What follows belongs to an exercise in optimizing a design on an open flow for small area, a short achievable clock period and few clock cycles per item; a production flow would make more cautious choices. Function not checked in this run: the RTL went through the layout flow alone.

**design.v**
```verilog
module BoothEnc (input [9:0] m,
                 output [5:0] one,
                 output [5:0] two,
                 output [5:0] neg);
    wire [12:0] b = {2'b00, m, 1'b0};    
    genvar i;
    generate
        for (i = 0; i < 6; i = i + 1) begin : dig
            assign one[i] = b[2*i+1] ^ b[2*i];
            assign two[i] = (b[2*i+2] & ~b[2*i+1] & ~b[2*i]) | (~b[2*i+2] & b[2*i+1] & b[2*i]);
            assign neg[i] = b[2*i+2];
        end
    endgenerate
endmodule
module FA (input a, input b, input c, output s, output co);
    assign s = a ^ b ^ c;
    assign co = (a & b) | (c & (a ^ b));
endmodule
module HA (input a, input b, output s, output co);
    assign s = a ^ b;
    assign co = a & b;
endmodule
module GPI (input a, input b, output ng, output np);
    assign ng = ~(a & b);
    assign np = ~(a | b);
endmodule
module MGI (input gh, input ph, input gl, input pl, output g, output p);
    assign g = ~(gh & (ph | gl));
    assign p = ~(ph | pl);
endmodule
module MGP (input gh, input ph, input gl, input pl, output g, output p);
    assign g = ~(gh | (ph & gl));
    assign p = ~(ph & pl);
endmodule
module INV2 (input g, input p, output gn, output pn);
    assign gn = ~g;
    assign pn = ~p;
endmodule
module CSEL (input s, input a, input b, output y);
    assign y = s ? a : b;
endmodule
module CrossProduct (input [10:0] ax,
                     input [10:0] ay,
                     input bx_sign,
                     input [5:0] bx_one,
                     input [5:0] bx_two,
                     input [5:0] bx_neg,
                     input by_sign,
                     input [5:0] by_one,
                     input [5:0] by_two,
                     input [5:0] by_neg,
                     output pos);
    wire [9:0] ma = ax[9:0], mc = ay[9:0];
    wire n1 = ax[10] ^ by_sign;    
    wire n2 = ay[10] ^ bx_sign;    
    wire x, pa, pb;
    assign pa = n1 ? (n2 & ~x) : (n2 | x);
    assign pb = n1 ? (n2 & x) : (n2 | ~x);
    wire pp1, pp2, pp3, pp4, pp5, pp6, pp7, pp8, pp9, pp10, pp11, ns12, nc13, pp14, pp15, pp16;
    wire pp17, pp18, pp19, pp20, pp21, pp22, pp23, pp24, ns25, nc26, pp27, pp28, pp29, pp30, pp31, pp32;
    wire pp33, pp34, pp35, pp36, pp37, ns38, nc39, pp40, pp41, pp42, pp43, pp44, pp45, pp46, pp47, pp48;
    wire pp49, pp50, ns51, nc52, pp53, pp54, pp55, pp56, pp57, pp58, pp59, pp60, pp61, pp62, pp63, ns64;
    wire nc65, pp66, pp67, pp68, pp69, pp70, pp71, pp72, pp73, pp74, pp75, pp76, pp77, pp78, pp79, pp80;
    wire pp81, pp82, pp83, pp84, pp85, pp86, ns87, nc88, pp89, pp90, pp91, pp92, pp93, pp94, pp95, pp96;
    wire pp97, pp98, pp99, ns100, nc101, pp102, pp103, pp104, pp105, pp106, pp107, pp108, pp109, pp110, pp111, pp112;
    wire ns113, nc114, pp115, pp116, pp117, pp118, pp119, pp120, pp121, pp122, pp123, pp124, pp125, ns126, nc127, pp128;
    wire pp129, pp130, pp131, pp132, pp133, pp134, pp135, pp136, pp137, pp138, ns139, nc140, pp141, pp142, pp143, pp144;
    wire pp145, pp146, pp147, pp148, pp149, pp150, s151, c152, s153, c154, s155, c156, s157, c158, s159, c160;
    wire s161, c162, s163, c164, s165, c166, s167, c168, s169, c170, s171, c172, s173, c174, s175, c176;
    wire s177, c178, s179, c180, s181, c182, s183, c184, s185, c186, s187, c188, s189, c190, s191, c192;
    wire s193, c194, s195, c196, s197, c198, s199, c200, s201, c202, s203, c204, s205, c206, s207, c208;
    wire s209, c210, s211, c212, s213, c214, s215, c216, s217, c218, s219, c220, s221, c222, s223, c224;
    wire s225, c226, s227, c228, s229, c230, s231, c232, s233, c234, s235, c236, s237, c238, s239, c240;
    wire s241, c242, s243, c244, s245, c246, s247, c248, s249, c250, s251, c252, s253, c254, s255, c256;
    wire s257, c258, s259, c260, s261, c262, s263, c264, s265, c266, s267, c268, s269, c270, s271, c272;
    wire s273, c274, s275, c276, s277, c278, s279, c280, s281, c282, s283, c284, s285, c286, s287, c288;
    wire s289, c290, s291, c292, s293, c294, s295, c296, s297, c298, s299, c300, s301, c302, s303, c304;
    wire s305, c306, s307, c308, s309, c310, s311, c312, s313, c314, s315, c316, s317, c318, s319, c320;
    wire s321, c322, s323, c324, s325, c326, s327, c328, s329, c330, s331, c332, s333, c334, s335, c336;
    wire s337, c338, s339, c340, s341, c342, s343, c344, s345, c346, s347, c348, s349, c350, s351, c352;
    wire s353, c354, s355, c356, s357, c358, s359, c360, s361, c362, s363, c364, s365, c366, s367, c368;
    wire s369, c370, s371, c372, s373, c374, s375, c376, s377, c378, s379, c380, s381, c382, s383, c384;
    wire s385, c386, s387, c388, s389, c390, s391, c392, s393, c394, s395, c396, s397, c398, s399, c400;
    wire s401, c402, s403, c404, s405, c406, s407, c408, s409, c410, s411, c412, s413, c414, s415, c416;
    wire s417, c418, s419, c420, s421, c422, s423, c424, s425, c426, s427, c428, g429, t430, g431, t432;
    wire g433, t434, g435, t436, g437, t438, g439, t440, g441, t442, g443, t444, g445, t446, g447, t448;
    wire g449, t450, g451, t452, g453, t454, g455, t456, g457, t458, g459, t460, g461, t462, g463, t464;
    wire g465, t466, g467, t468, G469, P470, G471, P472, G473, P474, G475, P476, G477, P478, G479, P480;
    wire G481, P482, G483, P484, G485, P486, G487, P488, G489, P490, G491, P492, G493, P494, G495, P496;
    wire G497, P498, G499, P500, G501, P502, G503, P504, G505, P506, G507, P508, G509, P510;
    assign pp1 = ((by_one[0] & ma[0])) ^ by_neg[0];
    assign pp2 = ((by_one[0] & ma[1]) | (by_two[0] & ma[0])) ^ by_neg[0];
    assign pp3 = ((by_one[0] & ma[2]) | (by_two[0] & ma[1])) ^ by_neg[0];
    assign pp4 = ((by_one[0] & ma[3]) | (by_two[0] & ma[2])) ^ by_neg[0];
    assign pp5 = ((by_one[0] & ma[4]) | (by_two[0] & ma[3])) ^ by_neg[0];
    assign pp6 = ((by_one[0] & ma[5]) | (by_two[0] & ma[4])) ^ by_neg[0];
    assign pp7 = ((by_one[0] & ma[6]) | (by_two[0] & ma[5])) ^ by_neg[0];
    assign pp8 = ((by_one[0] & ma[7]) | (by_two[0] & ma[6])) ^ by_neg[0];
    assign pp9 = ((by_one[0] & ma[8]) | (by_two[0] & ma[7])) ^ by_neg[0];
    assign pp10 = ((by_one[0] & ma[9]) | (by_two[0] & ma[8])) ^ by_neg[0];
    assign pp11 = ((by_two[0] & ma[9])) ^ by_neg[0];
    assign ns12 = ~(by_neg[0]);
    assign nc13 = by_neg[0];
    assign pp14 = ((by_one[1] & ma[0])) ^ by_neg[1];
    assign pp15 = ((by_one[1] & ma[1]) | (by_two[1] & ma[0])) ^ by_neg[1];
    assign pp16 = ((by_one[1] & ma[2]) | (by_two[1] & ma[1])) ^ by_neg[1];
    assign pp17 = ((by_one[1] & ma[3]) | (by_two[1] & ma[2])) ^ by_neg[1];
    assign pp18 = ((by_one[1] & ma[4]) | (by_two[1] & ma[3])) ^ by_neg[1];
    assign pp19 = ((by_one[1] & ma[5]) | (by_two[1] & ma[4])) ^ by_neg[1];
    assign pp20 = ((by_one[1] & ma[6]) | (by_two[1] & ma[5])) ^ by_neg[1];
    assign pp21 = ((by_one[1] & ma[7]) | (by_two[1] & ma[6])) ^ by_neg[1];
    assign pp22 = ((by_one[1] & ma[8]) | (by_two[1] & ma[7])) ^ by_neg[1];
    assign pp23 = ((by_one[1] & ma[9]) | (by_two[1] & ma[8])) ^ by_neg[1];
    assign pp24 = ((by_two[1] & ma[9])) ^ by_neg[1];
    assign ns25 = ~(by_neg[1]);
    assign nc26 = by_neg[1];
    assign pp27 = ((by_one[2] & ma[0])) ^ by_neg[2];
    assign pp28 = ((by_one[2] & ma[1]) | (by_two[2] & ma[0])) ^ by_neg[2];
    assign pp29 = ((by_one[2] & ma[2]) | (by_two[2] & ma[1])) ^ by_neg[2];
    assign pp30 = ((by_one[2] & ma[3]) | (by_two[2] & ma[2])) ^ by_neg[2];
    assign pp31 = ((by_one[2] & ma[4]) | (by_two[2] & ma[3])) ^ by_neg[2];
    assign pp32 = ((by_one[2] & ma[5]) | (by_two[2] & ma[4])) ^ by_neg[2];
    assign pp33 = ((by_one[2] & ma[6]) | (by_two[2] & ma[5])) ^ by_neg[2];
    assign pp34 = ((by_one[2] & ma[7]) | (by_two[2] & ma[6])) ^ by_neg[2];
    assign pp35 = ((by_one[2] & ma[8]) | (by_two[2] & ma[7])) ^ by_neg[2];
    assign pp36 = ((by_one[2] & ma[9]) | (by_two[2] & ma[8])) ^ by_neg[2];
    assign pp37 = ((by_two[2] & ma[9])) ^ by_neg[2];
    assign ns38 = ~(by_neg[2]);
    assign nc39 = by_neg[2];
    assign pp40 = ((by_one[3] & ma[0])) ^ by_neg[3];
    assign pp41 = ((by_one[3] & ma[1]) | (by_two[3] & ma[0])) ^ by_neg[3];
    assign pp42 = ((by_one[3] & ma[2]) | (by_two[3] & ma[1])) ^ by_neg[3];
    assign pp43 = ((by_one[3] & ma[3]) | (by_two[3] & ma[2])) ^ by_neg[3];
    assign pp44 = ((by_one[3] & ma[4]) | (by_two[3] & ma[3])) ^ by_neg[3];
    assign pp45 = ((by_one[3] & ma[5]) | (by_two[3] & ma[4])) ^ by_neg[3];
    assign pp46 = ((by_one[3] & ma[6]) | (by_two[3] & ma[5])) ^ by_neg[3];
    assign pp47 = ((by_one[3] & ma[7]) | (by_two[3] & ma[6])) ^ by_neg[3];
    assign pp48 = ((by_one[3] & ma[8]) | (by_two[3] & ma[7])) ^ by_neg[3];
    assign pp49 = ((by_one[3] & ma[9]) | (by_two[3] & ma[8])) ^ by_neg[3];
    assign pp50 = ((by_two[3] & ma[9])) ^ by_neg[3];
    assign ns51 = ~(by_neg[3]);
    assign nc52 = by_neg[3];
    assign pp53 = ((by_one[4] & ma[0])) ^ by_neg[4];
    assign pp54 = ((by_one[4] & ma[1]) | (by_two[4] & ma[0])) ^ by_neg[4];
    assign pp55 = ((by_one[4] & ma[2]) | (by_two[4] & ma[1])) ^ by_neg[4];
    assign pp56 = ((by_one[4] & ma[3]) | (by_two[4] & ma[2])) ^ by_neg[4];
    assign pp57 = ((by_one[4] & ma[4]) | (by_two[4] & ma[3])) ^ by_neg[4];
    assign pp58 = ((by_one[4] & ma[5]) | (by_two[4] & ma[4])) ^ by_neg[4];
    assign pp59 = ((by_one[4] & ma[6]) | (by_two[4] & ma[5])) ^ by_neg[4];
    assign pp60 = ((by_one[4] & ma[7]) | (by_two[4] & ma[6])) ^ by_neg[4];
    assign pp61 = ((by_one[4] & ma[8]) | (by_two[4] & ma[7])) ^ by_neg[4];
    assign pp62 = ((by_one[4] & ma[9]) | (by_two[4] & ma[8])) ^ by_neg[4];
    assign pp63 = ((by_two[4] & ma[9])) ^ by_neg[4];
    assign ns64 = ~(by_neg[4]);
    assign nc65 = by_neg[4];
    assign pp66 = (by_one[5] & ma[0]);
    assign pp67 = (by_one[5] & ma[1]);
    assign pp68 = (by_one[5] & ma[2]);
    assign pp69 = (by_one[5] & ma[3]);
    assign pp70 = (by_one[5] & ma[4]);
    assign pp71 = (by_one[5] & ma[5]);
    assign pp72 = (by_one[5] & ma[6]);
    assign pp73 = (by_one[5] & ma[7]);
    assign pp74 = (by_one[5] & ma[8]);
    assign pp75 = (by_one[5] & ma[9]);
    assign pp76 = ((bx_one[0] & mc[0])) ^ ~bx_neg[0];
    assign pp77 = ((bx_one[0] & mc[1]) | (bx_two[0] & mc[0])) ^ ~bx_neg[0];
    assign pp78 = ((bx_one[0] & mc[2]) | (bx_two[0] & mc[1])) ^ ~bx_neg[0];
    assign pp79 = ((bx_one[0] & mc[3]) | (bx_two[0] & mc[2])) ^ ~bx_neg[0];
    assign pp80 = ((bx_one[0] & mc[4]) | (bx_two[0] & mc[3])) ^ ~bx_neg[0];
    assign pp81 = ((bx_one[0] & mc[5]) | (bx_two[0] & mc[4])) ^ ~bx_neg[0];
    assign pp82 = ((bx_one[0] & mc[6]) | (bx_two[0] & mc[5])) ^ ~bx_neg[0];
    assign pp83 = ((bx_one[0] & mc[7]) | (bx_two[0] & mc[6])) ^ ~bx_neg[0];
    assign pp84 = ((bx_one[0] & mc[8]) | (bx_two[0] & mc[7])) ^ ~bx_neg[0];
    assign pp85 = ((bx_one[0] & mc[9]) | (bx_two[0] & mc[8])) ^ ~bx_neg[0];
    assign pp86 = ((bx_two[0] & mc[9])) ^ ~bx_neg[0];
    assign ns87 = ~(~bx_neg[0]);
    assign nc88 = ~bx_neg[0];
    assign pp89 = ((bx_one[1] & mc[0])) ^ ~bx_neg[1];
    assign pp90 = ((bx_one[1] & mc[1]) | (bx_two[1] & mc[0])) ^ ~bx_neg[1];
    assign pp91 = ((bx_one[1] & mc[2]) | (bx_two[1] & mc[1])) ^ ~bx_neg[1];
    assign pp92 = ((bx_one[1] & mc[3]) | (bx_two[1] & mc[2])) ^ ~bx_neg[1];
    assign pp93 = ((bx_one[1] & mc[4]) | (bx_two[1] & mc[3])) ^ ~bx_neg[1];
    assign pp94 = ((bx_one[1] & mc[5]) | (bx_two[1] & mc[4])) ^ ~bx_neg[1];
    assign pp95 = ((bx_one[1] & mc[6]) | (bx_two[1] & mc[5])) ^ ~bx_neg[1];
    assign pp96 = ((bx_one[1] & mc[7]) | (bx_two[1] & mc[6])) ^ ~bx_neg[1];
    assign pp97 = ((bx_one[1] & mc[8]) | (bx_two[1] & mc[7])) ^ ~bx_neg[1];
    assign pp98 = ((bx_one[1] & mc[9]) | (bx_two[1] & mc[8])) ^ ~bx_neg[1];
    assign pp99 = ((bx_two[1] & mc[9])) ^ ~bx_neg[1];
    assign ns100 = ~(~bx_neg[1]);
    assign nc101 = ~bx_neg[1];
    assign pp102 = ((bx_one[2] & mc[0])) ^ ~bx_neg[2];
    assign pp103 = ((bx_one[2] & mc[1]) | (bx_two[2] & mc[0])) ^ ~bx_neg[2];
    assign pp104 = ((bx_one[2] & mc[2]) | (bx_two[2] & mc[1])) ^ ~bx_neg[2];
    assign pp105 = ((bx_one[2] & mc[3]) | (bx_two[2] & mc[2])) ^ ~bx_neg[2];
    assign pp106 = ((bx_one[2] & mc[4]) | (bx_two[2] & mc[3])) ^ ~bx_neg[2];
    assign pp107 = ((bx_one[2] & mc[5]) | (bx_two[2] & mc[4])) ^ ~bx_neg[2];
    assign pp108 = ((bx_one[2] & mc[6]) | (bx_two[2] & mc[5])) ^ ~bx_neg[2];
    assign pp109 = ((bx_one[2] & mc[7]) | (bx_two[2] & mc[6])) ^ ~bx_neg[2];
    assign pp110 = ((bx_one[2] & mc[8]) | (bx_two[2] & mc[7])) ^ ~bx_neg[2];
    assign pp111 = ((bx_one[2] & mc[9]) | (bx_two[2] & mc[8])) ^ ~bx_neg[2];
    assign pp112 = ((bx_two[2] & mc[9])) ^ ~bx_neg[2];
    assign ns113 = ~(~bx_neg[2]);
    assign nc114 = ~bx_neg[2];
    assign pp115 = ((bx_one[3] & mc[0])) ^ ~bx_neg[3];
    assign pp116 = ((bx_one[3] & mc[1]) | (bx_two[3] & mc[0])) ^ ~bx_neg[3];
    assign pp117 = ((bx_one[3] & mc[2]) | (bx_two[3] & mc[1])) ^ ~bx_neg[3];
    assign pp118 = ((bx_one[3] & mc[3]) | (bx_two[3] & mc[2])) ^ ~bx_neg[3];
    assign pp119 = ((bx_one[3] & mc[4]) | (bx_two[3] & mc[3])) ^ ~bx_neg[3];
    assign pp120 = ((bx_one[3] & mc[5]) | (bx_two[3] & mc[4])) ^ ~bx_neg[3];
    assign pp121 = ((bx_one[3] & mc[6]) | (bx_two[3] & mc[5])) ^ ~bx_neg[3];
    assign pp122 = ((bx_one[3] & mc[7]) | (bx_two[3] & mc[6])) ^ ~bx_neg[3];
    assign pp123 = ((bx_one[3] & mc[8]) | (bx_two[3] & mc[7])) ^ ~bx_neg[3];
    assign pp124 = ((bx_one[3] & mc[9]) | (bx_two[3] & mc[8])) ^ ~bx_neg[3];
    assign pp125 = ((bx_two[3] & mc[9])) ^ ~bx_neg[3];
    assign ns126 = ~(~bx_neg[3]);
    assign nc127 = ~bx_neg[3];
    assign pp128 = ((bx_one[4] & mc[0])) ^ ~bx_neg[4];
    assign pp129 = ((bx_one[4] & mc[1]) | (bx_two[4] & mc[0])) ^ ~bx_neg[4];
    assign pp130 = ((bx_one[4] & mc[2]) | (bx_two[4] & mc[1])) ^ ~bx_neg[4];
    assign pp131 = ((bx_one[4] & mc[3]) | (bx_two[4] & mc[2])) ^ ~bx_neg[4];
    assign pp132 = ((bx_one[4] & mc[4]) | (bx_two[4] & mc[3])) ^ ~bx_neg[4];
    assign pp133 = ((bx_one[4] & mc[5]) | (bx_two[4] & mc[4])) ^ ~bx_neg[4];
    assign pp134 = ((bx_one[4] & mc[6]) | (bx_two[4] & mc[5])) ^ ~bx_neg[4];
    assign pp135 = ((bx_one[4] & mc[7]) | (bx_two[4] & mc[6])) ^ ~bx_neg[4];
    assign pp136 = ((bx_one[4] & mc[8]) | (bx_two[4] & mc[7])) ^ ~bx_neg[4];
    assign pp137 = ((bx_one[4] & mc[9]) | (bx_two[4] & mc[8])) ^ ~bx_neg[4];
    assign pp138 = ((bx_two[4] & mc[9])) ^ ~bx_neg[4];
    assign ns139 = ~(~bx_neg[4]);
    assign nc140 = ~bx_neg[4];
    assign pp141 = ~((bx_one[5] & mc[0]));
    assign pp142 = ~((bx_one[5] & mc[1]));
    assign pp143 = ~((bx_one[5] & mc[2]));
    assign pp144 = ~((bx_one[5] & mc[3]));
    assign pp145 = ~((bx_one[5] & mc[4]));
    assign pp146 = ~((bx_one[5] & mc[5]));
    assign pp147 = ~((bx_one[5] & mc[6]));
    assign pp148 = ~((bx_one[5] & mc[7]));
    assign pp149 = ~((bx_one[5] & mc[8]));
    assign pp150 = ~((bx_one[5] & mc[9]));
    assign s151 = ~(nc52 ^ nc127);
    assign c152 = nc52 | nc127;
    assign s153 = ~pp8;
    assign c154 = pp8;
    assign s155 = ~(nc65 ^ nc140);
    assign c156 = nc65 | nc140;
    FA fs157 (.a(pp9), .b(pp20), .c(pp31), .s(s157), .co(c158));
    HA hs159 (.a(pp42), .b(pp53), .s(s159), .co(c160));
    assign s161 = ~(pp10 ^ pp21);
    assign c162 = pp10 | pp21;
    FA fs163 (.a(pp32), .b(pp43), .c(pp54), .s(s163), .co(c164));
    HA hs165 (.a(pp85), .b(pp96), .s(s165), .co(c166));
    FA fs167 (.a(pp11), .b(pp22), .c(pp33), .s(s167), .co(c168));
    FA fs169 (.a(pp44), .b(pp55), .c(pp66), .s(s169), .co(c170));
    FA fs171 (.a(pp86), .b(pp97), .c(pp108), .s(s171), .co(c172));
    FA fs173 (.a(ns12), .b(ns87), .c(pp23), .s(s173), .co(c174));
    FA fs175 (.a(pp34), .b(pp45), .c(pp56), .s(s175), .co(c176));
    FA fs177 (.a(pp67), .b(pp98), .c(pp109), .s(s177), .co(c178));
    assign s179 = ~(pp24 ^ pp35);
    assign c180 = pp24 | pp35;
    FA fs181 (.a(pp46), .b(pp57), .c(pp68), .s(s181), .co(c182));
    HA hs183 (.a(pp99), .b(pp110), .s(s183), .co(c184));
    assign s185 = ~(ns25 ^ ns100);
    assign c186 = ns25 | ns100;
    FA fs187 (.a(pp36), .b(pp47), .c(pp58), .s(s187), .co(c188));
    HA hs189 (.a(pp69), .b(pp111), .s(s189), .co(c190));
    FA fs191 (.a(pp37), .b(pp48), .c(pp59), .s(s191), .co(c192));
    assign s193 = ~ns38;
    assign c194 = ns38;
    assign s195 = ~nc26;
    assign c196 = nc26;
    assign s197 = ~(nc39 ^ nc114);
    assign c198 = nc39 | nc114;
    HA hs199 (.a(pp5), .b(pp16), .s(s199), .co(c200));
    assign s201 = ~(pp6 ^ pp17);
    assign c202 = pp6 | pp17;
    HA hs203 (.a(pp28), .b(pp81), .s(s203), .co(c204));
    FA fs205 (.a(s151), .b(pp7), .c(pp18), .s(s205), .co(c206));
    FA fs207 (.a(pp29), .b(pp40), .c(pp82), .s(s207), .co(c208));
    HA hs209 (.a(pp93), .b(pp104), .s(s209), .co(c210));
    FA fs211 (.a(c152), .b(pp19), .c(pp30), .s(s211), .co(c212));
    FA fs213 (.a(pp41), .b(pp83), .c(pp94), .s(s213), .co(c214));
    FA fs215 (.a(pp105), .b(pp116), .c(s153), .s(s215), .co(c216));
    FA fs217 (.a(s155), .b(pp84), .c(pp95), .s(s217), .co(c218));
    FA fs219 (.a(pp106), .b(pp117), .c(pp128), .s(s219), .co(c220));
    FA fs221 (.a(c154), .b(s159), .c(s157), .s(s221), .co(c222));
    FA fs223 (.a(c156), .b(pp107), .c(pp118), .s(s223), .co(c224));
    FA fs225 (.a(pp129), .b(c160), .c(s165), .s(s225), .co(c226));
    FA fs227 (.a(c158), .b(s161), .c(s163), .s(s227), .co(c228));
    FA fs229 (.a(pp119), .b(pp130), .c(pp141), .s(s229), .co(c230));
    FA fs231 (.a(c166), .b(c162), .c(c164), .s(s231), .co(c232));
    FA fs233 (.a(s167), .b(s169), .c(s171), .s(s233), .co(c234));
    FA fs235 (.a(pp120), .b(pp131), .c(pp142), .s(s235), .co(c236));
    FA fs237 (.a(c168), .b(c170), .c(c172), .s(s237), .co(c238));
    FA fs239 (.a(s173), .b(s175), .c(s177), .s(s239), .co(c240));
    FA fs241 (.a(pp121), .b(pp132), .c(pp143), .s(s241), .co(c242));
    FA fs243 (.a(s183), .b(c174), .c(c176), .s(s243), .co(c244));
    FA fs245 (.a(c178), .b(s179), .c(s181), .s(s245), .co(c246));
    FA fs247 (.a(pp122), .b(pp133), .c(pp144), .s(s247), .co(c248));
    FA fs249 (.a(s185), .b(c184), .c(s189), .s(s249), .co(c250));
    FA fs251 (.a(c180), .b(c182), .c(s187), .s(s251), .co(c252));
    FA fs253 (.a(c186), .b(pp70), .c(pp112), .s(s253), .co(c254));
    FA fs255 (.a(pp123), .b(pp134), .c(pp145), .s(s255), .co(c256));
    FA fs257 (.a(c190), .b(c188), .c(s191), .s(s257), .co(c258));
    FA fs259 (.a(ns113), .b(s193), .c(pp49), .s(s259), .co(c260));
    FA fs261 (.a(pp60), .b(pp71), .c(pp124), .s(s261), .co(c262));
    FA fs263 (.a(pp135), .b(pp146), .c(c192), .s(s263), .co(c264));
    FA fs265 (.a(c194), .b(pp50), .c(pp61), .s(s265), .co(c266));
    FA fs267 (.a(pp72), .b(pp125), .c(pp136), .s(s267), .co(c268));
    assign s269 = ~(ns51 ^ ns126);
    assign c270 = ns51 | ns126;
    HA hs271 (.a(pp62), .b(pp73), .s(s271), .co(c272));
    assign s273 = ~nc13;
    assign c274 = nc13;
    FA fs275 (.a(nc101), .b(s195), .c(pp3), .s(s275), .co(c276));
    assign s277 = ~(c196 ^ pp4);
    assign c278 = c196 | pp4;
    HA hs279 (.a(pp15), .b(pp79), .s(s279), .co(c280));
    FA fs281 (.a(s197), .b(pp27), .c(pp80), .s(s281), .co(c282));
    FA fs283 (.a(pp91), .b(pp102), .c(s199), .s(s283), .co(c284));
    FA fs285 (.a(c198), .b(pp92), .c(pp103), .s(s285), .co(c286));
    FA fs287 (.a(c200), .b(s203), .c(s201), .s(s287), .co(c288));
    FA fs289 (.a(pp115), .b(c204), .c(s209), .s(s289), .co(c290));
    FA fs291 (.a(c202), .b(s205), .c(s207), .s(s291), .co(c292));
    FA fs293 (.a(c210), .b(c206), .c(c208), .s(s293), .co(c294));
    FA fs295 (.a(s211), .b(s213), .c(s215), .s(s295), .co(c296));
    FA fs297 (.a(c212), .b(c214), .c(s217), .s(s297), .co(c298));
    FA fs299 (.a(s219), .b(c216), .c(s221), .s(s299), .co(c300));
    FA fs301 (.a(c218), .b(c220), .c(s223), .s(s301), .co(c302));
    FA fs303 (.a(s225), .b(c222), .c(s227), .s(s303), .co(c304));
    FA fs305 (.a(c224), .b(s229), .c(c226), .s(s305), .co(c306));
    FA fs307 (.a(s231), .b(c228), .c(s233), .s(s307), .co(c308));
    FA fs309 (.a(c230), .b(s235), .c(c232), .s(s309), .co(c310));
    FA fs311 (.a(s237), .b(c234), .c(s239), .s(s311), .co(c312));
    FA fs313 (.a(c236), .b(s241), .c(c238), .s(s313), .co(c314));
    FA fs315 (.a(s243), .b(c240), .c(s245), .s(s315), .co(c316));
    FA fs317 (.a(c242), .b(s247), .c(s249), .s(s317), .co(c318));
    FA fs319 (.a(c244), .b(c246), .c(s251), .s(s319), .co(c320));
    FA fs321 (.a(c248), .b(s253), .c(s255), .s(s321), .co(c322));
    FA fs323 (.a(c250), .b(c252), .c(s257), .s(s323), .co(c324));
    FA fs325 (.a(c254), .b(c256), .c(s259), .s(s325), .co(c326));
    FA fs327 (.a(s261), .b(s263), .c(c258), .s(s327), .co(c328));
    FA fs329 (.a(pp147), .b(c260), .c(c262), .s(s329), .co(c330));
    FA fs331 (.a(s265), .b(s267), .c(c264), .s(s331), .co(c332));
    FA fs333 (.a(pp137), .b(pp148), .c(s269), .s(s333), .co(c334));
    FA fs335 (.a(s271), .b(c266), .c(c268), .s(s335), .co(c336));
    FA fs337 (.a(c270), .b(pp63), .c(pp74), .s(s337), .co(c338));
    FA fs339 (.a(pp138), .b(pp149), .c(c272), .s(s339), .co(c340));
    assign s341 = ~(ns64 ^ ns139);
    assign c342 = ns64 | ns139;
    HA hs343 (.a(pp75), .b(pp150), .s(s343), .co(c344));
    HA hs345 (.a(nc88), .b(s273), .s(s345), .co(c346));
    assign s347 = ~(c274 ^ pp2);
    assign c348 = c274 | pp2;
    FA fs349 (.a(pp14), .b(pp78), .c(pp89), .s(s349), .co(c350));
    FA fs351 (.a(pp90), .b(s279), .c(c276), .s(s351), .co(c352));
    FA fs353 (.a(c280), .b(c278), .c(s281), .s(s353), .co(c354));
    FA fs355 (.a(c282), .b(s285), .c(c284), .s(s355), .co(c356));
    FA fs357 (.a(c286), .b(s289), .c(c288), .s(s357), .co(c358));
    FA fs359 (.a(c290), .b(s293), .c(c292), .s(s359), .co(c360));
    FA fs361 (.a(c294), .b(s297), .c(c296), .s(s361), .co(c362));
    FA fs363 (.a(c298), .b(s301), .c(c300), .s(s363), .co(c364));
    FA fs365 (.a(c302), .b(s305), .c(c304), .s(s365), .co(c366));
    FA fs367 (.a(c306), .b(s309), .c(c308), .s(s367), .co(c368));
    FA fs369 (.a(c310), .b(s313), .c(c312), .s(s369), .co(c370));
    FA fs371 (.a(c314), .b(s317), .c(c316), .s(s371), .co(c372));
    FA fs373 (.a(s321), .b(c318), .c(c320), .s(s373), .co(c374));
    FA fs375 (.a(c322), .b(s325), .c(s327), .s(s375), .co(c376));
    FA fs377 (.a(s329), .b(c326), .c(s331), .s(s377), .co(c378));
    FA fs379 (.a(s333), .b(c330), .c(s335), .s(s379), .co(c380));
    FA fs381 (.a(c334), .b(s337), .c(s339), .s(s381), .co(c382));
    FA fs383 (.a(s341), .b(s343), .c(c338), .s(s383), .co(c384));
    assign s385 = ~c342;
    assign c386 = c342;
    HA hs387 (.a(pp1), .b(pp76), .s(s387), .co(c388));
    FA fs389 (.a(pp77), .b(c346), .c(s347), .s(s389), .co(c390));
    FA fs391 (.a(c348), .b(s349), .c(s275), .s(s391), .co(c392));
    FA fs393 (.a(c350), .b(s277), .c(s351), .s(s393), .co(c394));
    FA fs395 (.a(s283), .b(c352), .c(s353), .s(s395), .co(c396));
    FA fs397 (.a(c354), .b(s287), .c(s355), .s(s397), .co(c398));
    FA fs399 (.a(s291), .b(c356), .c(s357), .s(s399), .co(c400));
    FA fs401 (.a(s295), .b(c358), .c(s359), .s(s401), .co(c402));
    FA fs403 (.a(c360), .b(s299), .c(s361), .s(s403), .co(c404));
    FA fs405 (.a(s303), .b(c362), .c(s363), .s(s405), .co(c406));
    FA fs407 (.a(s307), .b(c364), .c(s365), .s(s407), .co(c408));
    FA fs409 (.a(s311), .b(c366), .c(s367), .s(s409), .co(c410));
    FA fs411 (.a(s315), .b(c368), .c(s369), .s(s411), .co(c412));
    FA fs413 (.a(s319), .b(c370), .c(s371), .s(s413), .co(c414));
    FA fs415 (.a(s323), .b(c372), .c(s373), .s(s415), .co(c416));
    FA fs417 (.a(c324), .b(c374), .c(s375), .s(s417), .co(c418));
    FA fs419 (.a(c328), .b(s377), .c(c376), .s(s419), .co(c420));
    FA fs421 (.a(c332), .b(s379), .c(c378), .s(s421), .co(c422));
    FA fs423 (.a(c336), .b(s381), .c(c380), .s(s423), .co(c424));
    FA fs425 (.a(c340), .b(s383), .c(c382), .s(s425), .co(c426));
    FA fs427 (.a(c344), .b(s385), .c(c384), .s(s427), .co(c428));
    GPI ug429 (.a(s345), .b(s387), .ng(g429), .np(t430));
    GPI ug431 (.a(c388), .b(s389), .ng(g431), .np(t432));
    GPI ug433 (.a(c390), .b(s391), .ng(g433), .np(t434));
    GPI ug435 (.a(c392), .b(s393), .ng(g435), .np(t436));
    GPI ug437 (.a(c394), .b(s395), .ng(g437), .np(t438));
    GPI ug439 (.a(c396), .b(s397), .ng(g439), .np(t440));
    GPI ug441 (.a(c398), .b(s399), .ng(g441), .np(t442));
    GPI ug443 (.a(c400), .b(s401), .ng(g443), .np(t444));
    GPI ug445 (.a(c402), .b(s403), .ng(g445), .np(t446));
    GPI ug447 (.a(c404), .b(s405), .ng(g447), .np(t448));
    GPI ug449 (.a(c406), .b(s407), .ng(g449), .np(t450));
    GPI ug451 (.a(c408), .b(s409), .ng(g451), .np(t452));
    GPI ug453 (.a(c410), .b(s411), .ng(g453), .np(t454));
    GPI ug455 (.a(c412), .b(s413), .ng(g455), .np(t456));
    GPI ug457 (.a(c414), .b(s415), .ng(g457), .np(t458));
    GPI ug459 (.a(c416), .b(s417), .ng(g459), .np(t460));
    GPI ug461 (.a(s419), .b(c418), .ng(g461), .np(t462));
    GPI ug463 (.a(s421), .b(c420), .ng(g463), .np(t464));
    GPI ug465 (.a(s423), .b(c422), .ng(g465), .np(t466));
    GPI ug467 (.a(s425), .b(c424), .ng(g467), .np(t468));
    MGI mG469 (.gh(g467), .ph(t468), .gl(g465), .pl(t466), .g(G469), .p(P470));
    MGI mG471 (.gh(g463), .ph(t464), .gl(g461), .pl(t462), .g(G471), .p(P472));
    MGI mG473 (.gh(g459), .ph(t460), .gl(g457), .pl(t458), .g(G473), .p(P474));
    MGI mG475 (.gh(g455), .ph(t456), .gl(g453), .pl(t454), .g(G475), .p(P476));
    MGI mG477 (.gh(g451), .ph(t452), .gl(g449), .pl(t450), .g(G477), .p(P478));
    MGI mG479 (.gh(g447), .ph(t448), .gl(g445), .pl(t446), .g(G479), .p(P480));
    MGI mG481 (.gh(g443), .ph(t444), .gl(g441), .pl(t442), .g(G481), .p(P482));
    MGI mG483 (.gh(g439), .ph(t440), .gl(g437), .pl(t438), .g(G483), .p(P484));
    MGI mG485 (.gh(g435), .ph(t436), .gl(g433), .pl(t434), .g(G485), .p(P486));
    MGI mG487 (.gh(g431), .ph(t432), .gl(g429), .pl(t430), .g(G487), .p(P488));
    MGP mG489 (.gh(G469), .ph(P470), .gl(G471), .pl(P472), .g(G489), .p(P490));
    MGP mG491 (.gh(G473), .ph(P474), .gl(G475), .pl(P476), .g(G491), .p(P492));
    MGP mG493 (.gh(G477), .ph(P478), .gl(G479), .pl(P480), .g(G493), .p(P494));
    MGP mG495 (.gh(G481), .ph(P482), .gl(G483), .pl(P484), .g(G495), .p(P496));
    MGP mG497 (.gh(G485), .ph(P486), .gl(G487), .pl(P488), .g(G497), .p(P498));
    MGI mG499 (.gh(G489), .ph(P490), .gl(G491), .pl(P492), .g(G499), .p(P500));
    MGI mG501 (.gh(G493), .ph(P494), .gl(G495), .pl(P496), .g(G501), .p(P502));
    INV2 iG503 (.g(G497), .p(P498), .gn(G503), .pn(P504));
    MGP mG505 (.gh(G499), .ph(P500), .gl(G501), .pl(P502), .g(G505), .p(P506));
    INV2 iG507 (.g(G503), .p(P504), .gn(G507), .pn(P508));
    MGI mG509 (.gh(G505), .ph(P506), .gl(G507), .pl(P508), .g(G509), .p(P510));
    assign x = s427 ^ c426;
    CSEL usel (.s(G509), .a(pa), .b(pb), .y(pos));
endmodule
module geofence (clk,
                 reset,
                 X,
                 Y,
                 valid,
                 is_inside);
    input clk;
    input reset;
    input [9:0] X;
    input [9:0] Y;
    output valid;
    output is_inside;
    reg [3:0] cnt;
    reg [9:0] px, py;
    reg [10:0] ux, uy, sx, sy, ex, ey;    
    reg ins, vld;
    wire cs, ce;
    wire [5:0] ux_one, ux_two, ux_neg, uy_one, uy_two, uy_neg;
    BoothEnc BX (.m(ux[9:0]), .one(ux_one), .two(ux_two), .neg(ux_neg));
    BoothEnc BY (.m(uy[9:0]), .one(uy_one), .two(uy_two), .neg(uy_neg));
    CrossProduct C0 (.ax(sx), .ay(sy),
                     .bx_sign(ux[10]), .bx_one(ux_one), .bx_two(ux_two), .bx_neg(ux_neg),
                     .by_sign(uy[10]), .by_one(uy_one), .by_two(uy_two), .by_neg(uy_neg),
                     .pos(cs));
    CrossProduct C1 (.ax(ex), .ay(ey),
                     .bx_sign(ux[10]), .bx_one(ux_one), .bx_two(ux_two), .bx_neg(ux_neg),
                     .by_sign(uy[10]), .by_one(uy_one), .by_two(uy_two), .by_neg(uy_neg),
                     .pos(ce));
    assign valid = vld;
    assign is_inside = ins;
    always @(posedge clk or posedge reset) begin
        if (reset) begin
            cnt <= 4'd0;
            vld <= 1'b0;
        end else begin
            cnt <= (cnt == 4'd8) ? 4'd0 : cnt + 4'd1;
            vld <= (cnt == 4'd7);
        end
    end
    wire [10:0] dx = {1'b0, X} - {1'b0, px};
    wire [10:0] dy = {1'b0, Y} - {1'b0, py};
    wire [9:0] lx, ly;    
    assign lx[0] = 1'b0;
    assign ly[0] = 1'b0;
    genvar j;
    generate
        for (j = 1; j < 10; j = j + 1) begin : neg
            assign lx[j] = lx[j-1] | dx[j-1];
            assign ly[j] = ly[j-1] | dy[j-1];
        end
    endgenerate
    wire [9:0] mx = dx[9:0] ^ ({10{dx[10]}} & lx);
    wire [9:0] my = dy[9:0] ^ ({10{dy[10]}} & ly);
    wire place = cnt >= 4'd3 && cnt <= 4'd7;
    always @(posedge clk) begin
        if (cnt == 4'd0) begin
            px <= X;
            py <= Y;
        end
        ux <= {dx[10], mx};
        uy <= {dy[10], my};
        if (cnt == 4'd2 || (place && !cs && !ce)) begin
            sx <= ux;
            sy <= uy;
        end
        if (cnt == 4'd2 || (place && cs && ce)) begin
            ex <= ux;
            ey <= uy;
        end
        if (cnt == 4'd2)
            ins <= 1'b0;
        else if (place && !cs && ce)
            ins <= 1'b1;
    end
endmodule
```
**run.sh**
```bash
#!/bin/bash
# synth_recipe.tcl (not shown) runs the flow's synth.tcl, then flattens the netlist and writes it again
# the make line also repeats each setting of config.mk as NAME=value (left out here)
make -C /OpenROAD-flow-scripts/flow DESIGN_CONFIG=/design/flow/config.mk WORK_HOME=/design/flow/orfs CLKGATE_MAP_FILE= SYNTH_SCRIPT=/design/flow/synth_recipe.tcl finish
```
**config.mk**
```make
export PLATFORM = sky130hd
export DESIGN_NAME = geofence
export DESIGN_NICKNAME = geofence
export VERILOG_FILES = /design/flow/design.v
export SDC_FILE = /design/flow/constraint.sdc
export NUM_CORES = 4
export LEC_CHECK = 0
export CAP_MARGIN = 20
export CORE_MARGIN = 2
export CORE_UTILIZATION = 40
export CTS_BUF_LIST = sky130_fd_sc_hd__clkbuf_4 sky130_fd_sc_hd__clkbuf_8
export SETUP_SLACK_MARGIN = 1.5
export SLEW_MARGIN = 20
export SYNTH_HIERARCHICAL = 1
export SYNTH_MINIMUM_KEEP_SIZE = 0
```
**constraint.sdc**
```tcl
create_clock -name core_clock -period 7.5 [get_ports {clk}]
set_input_delay 1.5000 -clock core_clock [delete_from_list [all_inputs] [get_ports {clk}]]
set_output_delay 1.5000 -clock core_clock [all_outputs]
set_load 0.01 [all_outputs]
```
==> run_results.csv <==
group,metric,value,unit
clock_tree,clk_pin_slew,0.08,ns
sta,post-route-min-period,5.76,ns
clock_tree,clock_latency,0.35,ns
sta,period_share,76.8,%
sta,hold_ws,0.492,ns
logic_synthesis,ys_warn_count,7,
clock_tree,clk_root_buffer_cell,"clkbuf_8",
setup_path,cp-endpoint,"sy[3]$_DFFE_PP_",
setup_path,start_kind,"flip-flop",
route,vias,10409,
route,ant_nets,0,
sta,finalMaxSlewViolations,0,
sta,worstMarginPinSlew,0.901,ns
run,maxCapViolCount,0,
clock_tree,cts_buffers,9,
clock_tree,cts.sinks,92,
clock_tree,clockBufferDepth,2,
logic_synthesis,syn_avg_cell_area,11.3,um^2
sta,rsz0062_at_grt,"no",
logic_synthesis,syn-num-nets,1731,
sta,fmax,174,MHz
logic_synthesis,synthCells,1416,
place,post-dp-hpwl,29500,um
die,die_w,204,um
sta,setup_viol,0,
min_path,min_path_cells,1,
setup_path,crit_arrival,5.81,ns
sta,final-hold-violation-count,0,
setup_path,cp-end-kind,"flip-flop",
die,die_h,204,um
setup_path,worst_ep_required_time,7.55,ns
die,num_rows,73,
global_route,grt_overflow,0,
min_path,hold_class,"flip-flop to flip-flop",
global_route,grt_use_total,19.3,%
place,place_ws,0.875,ns
clock_tree,holdBufCountCts,0,
route,wl,38700,um
global_route,antenna_found_initial,0,
route,dr.first_iter.drc_count,596,
final_layout,finalNetCount,1737,
die,start_util,40.4,%
sta,fin_worst_skew,0.00530,ns
die,core-area,0.0396,mm^2
run_status,status,"no timing/DRC/antenna violations",
global_route,grt_pass1_wl,61900,um
sta,worst_slack,1.74,ns
setup_path,reg2reg_to,"sy[3]$_DFFE_PP_",
setup_path,crit_start,"uy[1]$_DFF_P_",
place,gp_congestion,0.871,
route,drc,0,
global_route,grt_max_degree,29,
route,wl_per_cell,19.8,um
sta,finalSetupTns,0,ns
setup_path,ff2ff_path_depth,20,
die,pin_count,24,
sta,slew-limit-headroom,39.9,%
place,io_buffers,23,
final_layout,area_growth,7.11,%
final_layout,diodes,0,
clock_tree,htree_num_levels,3,
setup_path,r2r_start,"uy[1]$_DFF_P_",
die,die_area,0.0416,mm^2
setup_path,r2r_setup_slack,1.74,ns
route,drt_first_pass_iters,5,
final_layout,drive_gt1_share,28.2,%
logic_synthesis,netlist_area,0.0160,mm^2
clock_tree,tritoncts,"yes",
route,via_per_inst,5.33,
global_route,grt_pass1_vias,11059,
final_layout,final_util,43.2,%
setup_path,crit_fanout,21,
setup_path,critPathKind,"flip-flop to flip-flop",
## per-layer routing
layer  track usage (%)  vias to the layer above  routed length [um]
li1                  -                     4700                   -
met1              26.0                     5326               16800
met2              32.0                      298               18500
met3              2.63                       85                2020
met4              6.44                        0                1400
met5                 0                        -                   0
## metrics by stage
stage | cells | area, um^2
final | 1952 | 17100
after global routing | 1952 | 17100
after CTS | 1929 | 16800
after detailed placement | 1883 | 16200
after global placement | 1883 | 16200
after floorplan | 1416 | 16000
## how the worst min path moves through the flow
| stage | from | to | slack, ns |
|---|---|---|---|
| floorplan | cnt[0]$_DFF_PP0_ | cnt[0]$_DFF_PP0_ | 0.45 |
| global placement | cnt[0]$_DFF_PP0_ | cnt[0]$_DFF_PP0_ | 0.47 |
| detailed placement | cnt[0]$_DFF_PP0_ | cnt[0]$_DFF_PP0_ | 0.48 |
| CTS | cnt[0]$_DFF_PP0_ | cnt[0]$_DFF_PP0_ | 0.50 |
| global route | cnt[0]$_DFF_PP0_ | cnt[0]$_DFF_PP0_ | 0.54 |
| finish | cnt[0]$_DFF_PP0_ | cnt[0]$_DFF_PP0_ | 0.49 |
## cells in the final DEF (no fill, tap or decap), drive strengths merged, types with 5 or more instances in the layout
| master | count |
|---|---|
| a21oi | 27 |
| nor2 | 85 |
| xor2 | 45 |
| a211oi | 6 |
| dfrtp | 5 |
| inv | 92 |
| ha | 69 |
| nand2 | 133 |
| dfxtp | 23 |
| clkdlybuf4s50 | 23 |
| buf | 88 |
| mux2i | 6 |
| clkbuf | 12 |
| nand2b | 14 |
| xnor2 | 224 |
| edfxtp | 64 |
| fa | 224 |
| nand3b | 6 |
| o21ai | 40 |
| and2 | 20 |
| a22oi | 180 |
| nand3 | 6 |
## area by class of cell
cell class / instances / area (um^2)
fill: 3840 / 22500
tap: 525 / 657
multi-input combinational: 1114 / 12400
clock buffer: 11 / 139
clock inverter: 5 / 52.6
inverter: 93 / 353
timing repair buffer: 112 / 1030
sequential: 92 / 2540
## state kept, by name, indices dropped and copies added (netlist names)
signal	cells
sy	11
ex	11
vld	1
px	10
ey	11
uy	11
ins	1
cnt	4
py	10
sx	11
ux	11
## repair_timing
| action | CTS | global route |
|---|---|---|
| buffers inserted | 30 | 23 |
| endpoints found under the setup margin | 45 | 44 |
| pin swaps | 9 | 4 |
| cloned | 0 | 0 |
| gates resized for setup | 29 | 26 |
## critical path, stage by stage (launching register included)
cell and delay [ns]:
dfxtp_4 0.44, buf_12 0.21, nor2b_4 0.25, buf_6 0.20
nand2_1 0.12, xnor2_2 0.19, fa_1 0.52, fa_1 0.51
fa_1 0.39, fa_1 0.45, fa_1 0.51, nor2_1 0.07
nor2_1 0.16, nand2_1 0.10, nor2_1 0.22, nand2_1 0.10
o21ai_2 0.22, mux2_4 0.35, inv_1 0.06, a21o_1 0.15
buf_6 0.21

afterwards: timing with drivers on the ports:
No port has a modelled driver above. Below, the same layout with a new extraction and two added sets of constraints.
Step 1 (the two cells are an assumption about what drives the block):
set clk [get_ports {clk}]
set_driving_cell -lib_cell sky130_fd_sc_hd__clkbuf_16 $clk
set_driving_cell -lib_cell sky130_fd_sc_hd__buf_2 [delete_from_list [all_inputs] $clk]
Step 2 times the ports against the registers' clock, not the clock port: input delays grow and output delays shrink by t, the midpoint of the rising clock arrivals with the driver on.
Three values: no drivers, after step 1, after step 2; two values: the first two.
shift t [ns]: 0.377
setup WS [ns]: 1.737 / 1.737 / 1.737
worst setup path after step 2: register to register
worst slew at a driven data input, ns: 0.03
After both steps setup and hold are still met in this run. For this run, drivers alone change the setup slack by 0.000 ns; drivers and shift together by 0.000 ns.
